What follows belongs to an exercise in optimizing a design on an open flow for small area, a short achievable clock period and few clock cycles per item; a production flow would make more cautious choices.
RTL that was checked went through simulation tests only; none was proved equivalent to the original.

oak:
## multiplyer
module multiplyer(
    clk,
    rst_n,
    A,
    B,
    result,
    start_sig,
    done_sig
);
Size in the first run: ~1,100 cells after synthesis, roughly 100 I/O pins, roughly 9600 um2 of cells after synthesis.
Settings: LEC_CHECK=0, CAP_MARGIN=20, CORE_MARGIN=2, CORE_UTILIZATION=40, SETUP_SLACK_MARGIN=3.0, SLEW_MARGIN=20; clock period 8.0 ns.
standard.sh (not shown) runs the stock make flow with config.mk's settings and CLKGATE_MAP_FILE= SYNTH_SCRIPT=/design/flow/synth_recipe.tcl, a recipe that flattens the netlist after the stock synthesis.
==> flow/flow/run.sh <==
#!/bin/bash
export BUFFER_PORTS_ARGS="-buffer_cell sky130_fd_sc_hd__buf_2"
bash standard.sh > standard.log 2>&1
--- input diff oak..pine ---
diff --git a/flow/design.v b/flow/design.v
--- a/flow/design.v
+++ b/flow/design.v
@@ -1188,23 +1188,24 @@
     always @(posedge clk) begin
         rX <= zx[32:8];
         rY <= zy[32:8];
         rC <= zl[8];
         rS <= {1'b0, A[30:23]} + {1'b0, B[30:23]};
         rSign <= A[31] ^ B[31];
     end
     wire    [24:0]P = rX + rY + rC;
     wire    p47 = P[24];
-    wire    [22:0]M = p47 ? P[23:1] : P[22:0];
     wire    [9:0]E0 = {1'b0, rS} - 10'd127;
     wire    [9:0]E1 = {1'b0, rS} - 10'd126;
     wire    ov0 = (E0[9:8] == 2'b01);
     wire    un0 = (E0[9:8] == 2'b11);
     wire    ov1 = (E1[9:8] == 2'b01);
     wire    un1 = (E1[9:8] == 2'b11);
-    wire    isOver = p47 ? ov1 : ov0;
-    wire    isUnder = p47 ? un1 : un0;
-    wire    ovf = p47 ? (ov1 | un1) : (ov0 | un0);
-    wire    [7:0]Ex = p47 ? E1[7:0] : E0[7:0];
-    assign  result = ovf ? 32'h3F800000 : {rSign, Ex, M};
-    assign  done_sig = {isOver, isUnder, 1'b0, done};
+    wire    ok0 = ~(ov0 | un0);
+    wire    ok1 = ~(ov1 | un1);
+    wire    [8:0]R0 = ok0 ? {rSign, E0[7:0]} : 9'h07F;
+    wire    [8:0]R1 = ok1 ? {rSign, E1[7:0]} : 9'h07F;
+    wire    [22:0]M0 = P[22:0] & {23{ok0}};
+    wire    [22:0]M1 = P[23:1] & {23{ok1}};
+    assign  result = p47 ? {R1, M1} : {R0, M0};
+    assign  done_sig = {p47 ? ov1 : ov0, p47 ? un1 : un0, 1'b0, done};
 endmodule
Findings:
The higher routed via count of oak and pine is in pine.
The run showing the smaller cell count after synthesis is oak.
Fmax | pine vs oak | pine slower
oak → pine: final-layout clock-cell area share now larger; overall routed net length now larger; compound-cell area share of the yosys netlist now smaller.
On sequential element share of the synthesized area, oak tracks pine almost exactly.
Net count of the finished layout: pine > oak
Looking at highest signal layer in the routed design, the met4 result is from pine; the met5 one comes from oak.
Testbench counts of pine, summed over its fixed seeds: cycles 6,400, items 1,600.
Function not checked in oak: the RTL went through the layout flow alone.

multiplyer, a different RTL version from the one above (not shown whole).
For scale: about 100 I/O pins.
clock: 8.0 ns
lec_check: 0
cap_margin: 20
core_margin: 2
core_utilization: 60
cts_buf_list: sky130_fd_sc_hd__clkbuf_4 sky130_fd_sc_hd__clkbuf_8
cts_cluster_size: 30
place_density: 0.75
setup_slack_margin: 2.8
slew_margin: 20
==> flow/flow/run.sh <==
#!/bin/bash
set -uo pipefail
export BUFFER_PORTS_ARGS="-buffer_cell sky130_fd_sc_hd__buf_2"
bash standard.sh synth > synth.log 2>&1 || exit 1
R=$(sed -n 's/.*WORK_HOME=\([^ ]*\).*/\1/p' standard.sh | head -1)/results/$FLOW_PLATFORM/multiplyer/base
LIB=$FLOW_HOME/platforms/$FLOW_PLATFORM/lib/sky130_fd_sc_hd__tt_025C_1v80.lib
cp $R/1_2_yosys.v yosys_orig.v
python3 flow/polopt2.py $LIB yosys_orig.v yosys_pol.v > polopt.log 2>&1
python3 flow/cutff.py yosys_orig.v orig_comb.v
python3 flow/cutff.py yosys_pol.v pol_comb.v
cat > equiv.ys <<EOS
read_liberty -ignore_miss_func $LIB
read_verilog orig_comb.v
rename $FLOW_TOP gold
read_verilog pol_comb.v
rename $FLOW_TOP gate
flatten
miter -equiv -flatten gold gate miter
hierarchy -top miter
techmap
opt -fast
aigmap
write_aiger -zinit miter.aig
EOS
ABC=$(dirname $(command -v yosys))/yosys-abc
if [ -s yosys_pol.v ] && yosys -s equiv.ys > equiv.log 2>&1 && \
   $ABC -c "read miter.aig; print_stats; iprove" > cec.log 2>&1 && \
   grep -q "^UNSATISFIABLE" cec.log; then
  cp yosys_pol.v $R/1_2_yosys.v
  rm -f $R/1_synth.odb
  echo "polarity rewrite used" >> polopt.log
else
  echo "equivalence not proven; keeping synthesized netlist" >> polopt.log
fi
bash standard.sh > standard.log 2>&1
Other scripts of this flow, unchanged in this note and not shown: flow/flow/cutff.py, flow/flow/polopt2.py
Testbench counts at the start, summed over its fixed seeds: cycles 4,800, items 1,600.
Edit:
--- a/flow/design.v
+++ b/flow/design.v
@@ -15,18 +15,18 @@
     output  [31:0]result;
     output  [3:0]done_sig;
     wire    [23:0]ma = {1'b1, A[22:0]};
     wire    [23:0]mb = {1'b1, B[22:0]};
     reg     [1:0]cnt;       
     reg     [26:0]rX;          
     reg     [26:0]rY;
     reg     rC;
-    reg     [2:0]rDX;        
-    reg     [2:0]rDY;
+    reg     [3:0]rDX;        
+    reg     [3:0]rDY;
     reg     [8:0]rS;           
     reg     rSign;
     wire    first = (cnt == 2'd0);
     wire    done = (cnt == 2'd2);
     always @(posedge clk or negedge rst_n)
         if (!rst_n)
             cnt <= 2'd0;
         else if (start_sig && !done)
@@ -39,18 +39,18 @@
         case (cnt)
             2'd0: begin dig = {mb[11:0], 1'b0}; mx = ma[11:0]; end
             2'd1: begin dig = {mb[23:12], mb[11]}; mx = ma[23:12]; end
             default: begin dig = 13'd0; mx = 12'd0; end
         endcase
     wire    last = (cnt == 2'd1);
     wire    [26:0]ax = first ? 27'd0 : rX;
     wire    [26:0]ay = first ? 27'd0 : rY;
-    wire    [3:0]dl = {1'b0, rDX} + {1'b0, rDY} + rC;
-    wire    cin = dl[3];
+    wire    [4:0]dl = {1'b0, rDX} + {1'b0, rDY} + rC;
+    wire    cin = dl[4];
     wire    ac = first ? 1'b0 : cin;
     wire one0, two0, neg0, nneg0;
     wire pp0_0;
     wire pp0_1;
     wire pp0_2;
     wire pp0_3;
     wire pp0_4;
     wire pp0_5;
@@ -1142,23 +1142,23 @@
     assign s379 = pp5_23 ^ s307 ^ c306;
     assign c380 = (pp5_23 & s307) | (pp5_23 & c306) | (s307 & c306);
     assign s381 = s309 ^ pp5_24 ^ c308;
     assign c382 = (s309 & pp5_24) | (s309 & c308) | (pp5_24 & c308);
     assign s383 = mx[11] ^ c310 ^ nneg5;
     assign c384 = (mx[11] & c310) | (mx[11] & nneg5) | (c310 & nneg5);
     wire    [38:0]zx = {1'b0, c384, s383, s381, s379, c376, s375, c372, c370, c368, c366, c364, c362, c360, c358, c356, c354, c352, c350, c348, c346, c344, c342, c340, c338, c336, c334, c332, c330, c328, c326, c324, c322, c320, c318, c316, c314, c312, ay[0]};
     wire    [38:0]zy = {1'b0, 1'b0, c382, c380, c378, s377, c374, s373, s371, s369, s367, s365, s363, s361, s359, s357, s355, s353, s351, s349, s347, s345, s343, s341, s339, s337, s335, s333, s331, s329, s327, s325, s323, s321, s319, s317, s315, s313, s311};
-    wire    [9:0]zl = {1'b0, zx[8:0]} + {1'b0, zy[8:0]};
+    wire    [8:0]zl = {1'b0, zx[7:0]} + {1'b0, zy[7:0]};
     always @(posedge clk) begin
         rX <= zx[38:12];
         rY <= zy[38:12];
-        rC <= zl[9];
-        rDX <= zx[11:9];
-        rDY <= zy[11:9];
+        rC <= zl[8];
+        rDX <= zx[11:8];
+        rDY <= zy[11:8];
         rS <= {1'b0, A[30:23]} + {1'b0, B[30:23]};
         rSign <= A[31] ^ B[31];
     end
     wire    [25:0]Pc = {rX[24:0], cin} + {rY[24:0], 1'b1};
     wire    [24:0]P = Pc[25:1];
     wire    p47 = P[24];
     wire    [9:0]E0 = {1'b0, rS} - 10'd127;
     wire    [9:0]E1 = {1'b0, rS} - 10'd126;
The changed run completed without violations.
Utilization came out higher by 2.6 points.
Maximum frequency came out lower by 2.5%.
Non-clock buffer count came out higher by 10.
Critical path depth came out higher by 4.
Worst setup slack is worse by 0.13 ns.
Sequential share of layout area came out lower by 0.20 points.
Only the layout flow was run in the second run of this note; the RTL was not checked for function there.

Another version of the RTL of multiplyer (not shown whole).
Size in the first run: roughly 1100 cells after synthesis, roughly 100 I/O pins, about 11000 um^2 of cells after synthesis.
==> flow/config.mk <==
export PLATFORM = sky130hd
export DESIGN_NAME = multiplyer
export DESIGN_NICKNAME = multiplyer
export VERILOG_FILES = /design/flow/design.v
export SDC_FILE = /design/flow/constraint.sdc
export NUM_CORES = 4
export LEC_CHECK = 0
export CAP_MARGIN = 20
export CORE_MARGIN = 2
export CORE_UTILIZATION = 60
export CTS_BUF_LIST = sky130_fd_sc_hd__clkbuf_4 sky130_fd_sc_hd__clkbuf_8
export CTS_CLUSTER_SIZE = 30
export PLACE_DENSITY = 0.75
export SETUP_SLACK_MARGIN = 3.0
export SLEW_MARGIN = 20
==> flow/constraint.sdc <==
create_clock -name core_clock -period 8.0 [get_ports {clk}]
set_input_delay 1.6000 -clock core_clock [delete_from_list [all_inputs] [get_ports {clk}]]
set_output_delay 1.6000 -clock core_clock [all_outputs]
set_load 0.01 [all_outputs]
==> flow/flow/run.sh <==
#!/bin/bash
set -uo pipefail
export BUFFER_PORTS_ARGS="-buffer_cell sky130_fd_sc_hd__buf_1"
bash standard.sh synth > synth.log 2>&1 || exit 1
R=$(sed -n 's/.*WORK_HOME=\([^ ]*\).*/\1/p' standard.sh | head -1)/results/$FLOW_PLATFORM/multiplyer/base
LIB=$FLOW_HOME/platforms/$FLOW_PLATFORM/lib/sky130_fd_sc_hd__tt_025C_1v80.lib
cp $R/1_2_yosys.v yosys_orig.v
python3 flow/polopt2.py $LIB yosys_orig.v yosys_pol.v > polopt.log 2>&1
python3 flow/cutff.py yosys_orig.v orig_comb.v
python3 flow/cutff.py yosys_pol.v pol_comb.v
cat > equiv.ys <<EOS
read_liberty -ignore_miss_func $LIB
read_verilog orig_comb.v
rename $FLOW_TOP gold
read_verilog pol_comb.v
rename $FLOW_TOP gate
flatten
miter -equiv -flatten gold gate miter
hierarchy -top miter
techmap
opt -fast
aigmap
write_aiger -zinit miter.aig
EOS
ABC=$(dirname $(command -v yosys))/yosys-abc
if [ -s yosys_pol.v ] && yosys -s equiv.ys > equiv.log 2>&1 && \
   $ABC -c "read miter.aig; print_stats; iprove" > cec.log 2>&1 && \
   grep -q "^UNSATISFIABLE" cec.log; then
  cp yosys_pol.v $R/1_2_yosys.v
  rm -f $R/1_synth.odb
  echo "polarity rewrite used" >> polopt.log
else
  echo "equivalence not proven; keeping synthesized netlist" >> polopt.log
fi
bash standard.sh > standard.log 2>&1
Other scripts of this flow, unchanged in this note and not shown: flow/flow/cutff.py, flow/flow/polopt2.py
Then changed:
--- a/flow/design.v
+++ b/flow/design.v
@@ -16,21 +16,20 @@
     output  [3:0]done_sig;
     wire    [23:0]ma = {1'b1, A[22:0]};
     wire    [23:0]mb = {1'b1, B[22:0]};
     reg     [1:0]cnt;       
     reg     [26:0]rX;          
     reg     [26:0]rY;
     reg     rC;
     reg     [2:0]rDX;        
     reg     [2:0]rDY;
-    reg     [8:0]rS1;          
+    reg     [8:0]rS;           
     reg     rSign;
-    wire    [9:0]S1w = {1'b0, A[30:23], 1'b1} + {1'b0, B[30:23], 1'b1};
     wire    first = (cnt == 2'd0);
     wire    done = (cnt == 2'd2);
     always @(posedge clk or negedge rst_n)
         if (!rst_n)
             cnt <= 2'd0;
         else if (start_sig && !done)
             cnt <= cnt + 1'b1;
         else
             cnt <= 2'd0;
@@ -1149,31 +1148,30 @@
     wire    [38:0]zx = {1'b0, c384, s383, s381, s379, c376, s375, c372, c370, c368, c366, c364, c362, c360, c358, c356, c354, c352, c350, c348, c346, c344, c342, c340, c338, c336, c334, c332, c330, c328, c326, c324, c322, c320, c318, c316, c314, c312, ay[0]};
     wire    [38:0]zy = {1'b0, 1'b0, c382, c380, c378, s377, c374, s373, s371, s369, s367, s365, s363, s361, s359, s357, s355, s353, s351, s349, s347, s345, s343, s341, s339, s337, s335, s333, s331, s329, s327, s325, s323, s321, s319, s317, s315, s313, s311};
     wire    [9:0]zl = {1'b0, zx[8:0]} + {1'b0, zy[8:0]};
     always @(posedge clk) begin
         rX <= zx[38:12];
         rY <= zy[38:12];
         rC <= zl[9];
         rDX <= zx[11:9];
         rDY <= zy[11:9];
-        rS1 <= S1w[9:1];
+        rS <= {1'b0, A[30:23]} + {1'b0, B[30:23]};
         rSign <= A[31] ^ B[31];
     end
     wire    [25:0]Pc = {rX[24:0], cin} + {rY[24:0], 1'b1};
     wire    [24:0]P = Pc[25:1];
     wire    p47 = P[24];
-    wire    [7:0]Ex0 = rS1[7:0] ^ 8'h80;
-    wire    [7:0]Ex1 = (rS1[7:0] + 8'd1) ^ 8'h80;
-    wire    all7 = &rS1[6:0];
-    wire    ov0 = rS1[8] & rS1[7];                   
-    wire    un0 = ~rS1[8] & ~rS1[7];                 
-    wire    ov1 = rS1[8] & (rS1[7] | all7);          
-    wire    un1 = ~rS1[8] & ~rS1[7] & ~all7;         
+    wire    [9:0]E0 = {1'b0, rS} - 10'd127;
+    wire    [9:0]E1 = {1'b0, rS} - 10'd126;
+    wire    ov0 = (E0[9:8] == 2'b01);
+    wire    un0 = (E0[9:8] == 2'b11);
+    wire    ov1 = (E1[9:8] == 2'b01);
+    wire    un1 = (E1[9:8] == 2'b11);
     wire    ok0 = ~(ov0 | un0);
     wire    ok1 = ~(ov1 | un1);
-    wire    [8:0]R0 = ok0 ? {rSign, Ex0} : 9'h07F;
-    wire    [8:0]R1 = ok1 ? {rSign, Ex1} : 9'h07F;
+    wire    [8:0]R0 = ok0 ? {rSign, E0[7:0]} : 9'h07F;
+    wire    [8:0]R1 = ok1 ? {rSign, E1[7:0]} : 9'h07F;
     wire    [22:0]M0 = P[22:0] & {23{ok0}};
     wire    [22:0]M1 = P[23:1] & {23{ok1}};
     assign  result = p47 ? {R1, M1} : {R0, M0};
     assign  done_sig = {p47 ? ov1 : ov0, p47 ? un1 : un0, 1'b0, done};
 endmodule
=>
- via count is lower by about 2%
- routed wire length rose by 0.70%
- worst hold slack is worse by 0.017 ns
- sequential cell count is unchanged
- register-to-register slack gets worse by 0.03 ns
- area after synthesis is about the same
Testbench counts after the change, summed over its fixed seeds: cycles 4,800, items 1,600.
Function not checked in the first run of this note: the RTL went through the layout flow alone.

static timing again, ports no longer ideal:
No port has a modelled driver above. Below, the same layouts with a new extraction and two added sets of constraints.
Step 1 (the two cells are an assumption about what drives the block):
set clk [get_ports {clk}]
set_driving_cell -lib_cell sky130_fd_sc_hd__clkbuf_16 $clk
set_driving_cell -lib_cell sky130_fd_sc_hd__buf_2 [delete_from_list [all_inputs] $clk]
Step 2 moves the port delays by t, midway between the first and last clock arrival at a register: inputs arrive t later, outputs are due t later. That takes back most of the time a late clock gives input paths.
a / b / c = no drivers / after step 1 / after step 2; a / b = the first two.
run | t (ns) | slack for setup (ns) | latest minus earliest clock arrival (ns) | pins driven straight from the clock port
oak | 0.389 | 3.136 / 3.090 / 2.858 | 0.007 / 0.007 | 1
pine | 0.383 | 3.085 / 3.041 / 2.963 | 0.017 / 0.017 | 1
the first run of note 2 | 0.413 | 2.942 / 2.948 / 2.547 | 0.016 / 0.016 | 1
the second run of note 2 | 0.404 | 2.811 / 2.773 / 2.584 | 0.012 / 0.012 | 1
the first run of note 3 | 0.409 | 3.084 / 3.070 / 2.683 | 0.020 / 0.020 | 1
the second run of note 3 | 0.423 | 3.131 / 3.095 / 2.727 | 0.018 / 0.018 | 1
After both steps every run listed still meets setup and hold. The setup slack of the second run of note 3, which loses most, moves by -0.036 ns with the drivers and by -0.404 ns with both steps.
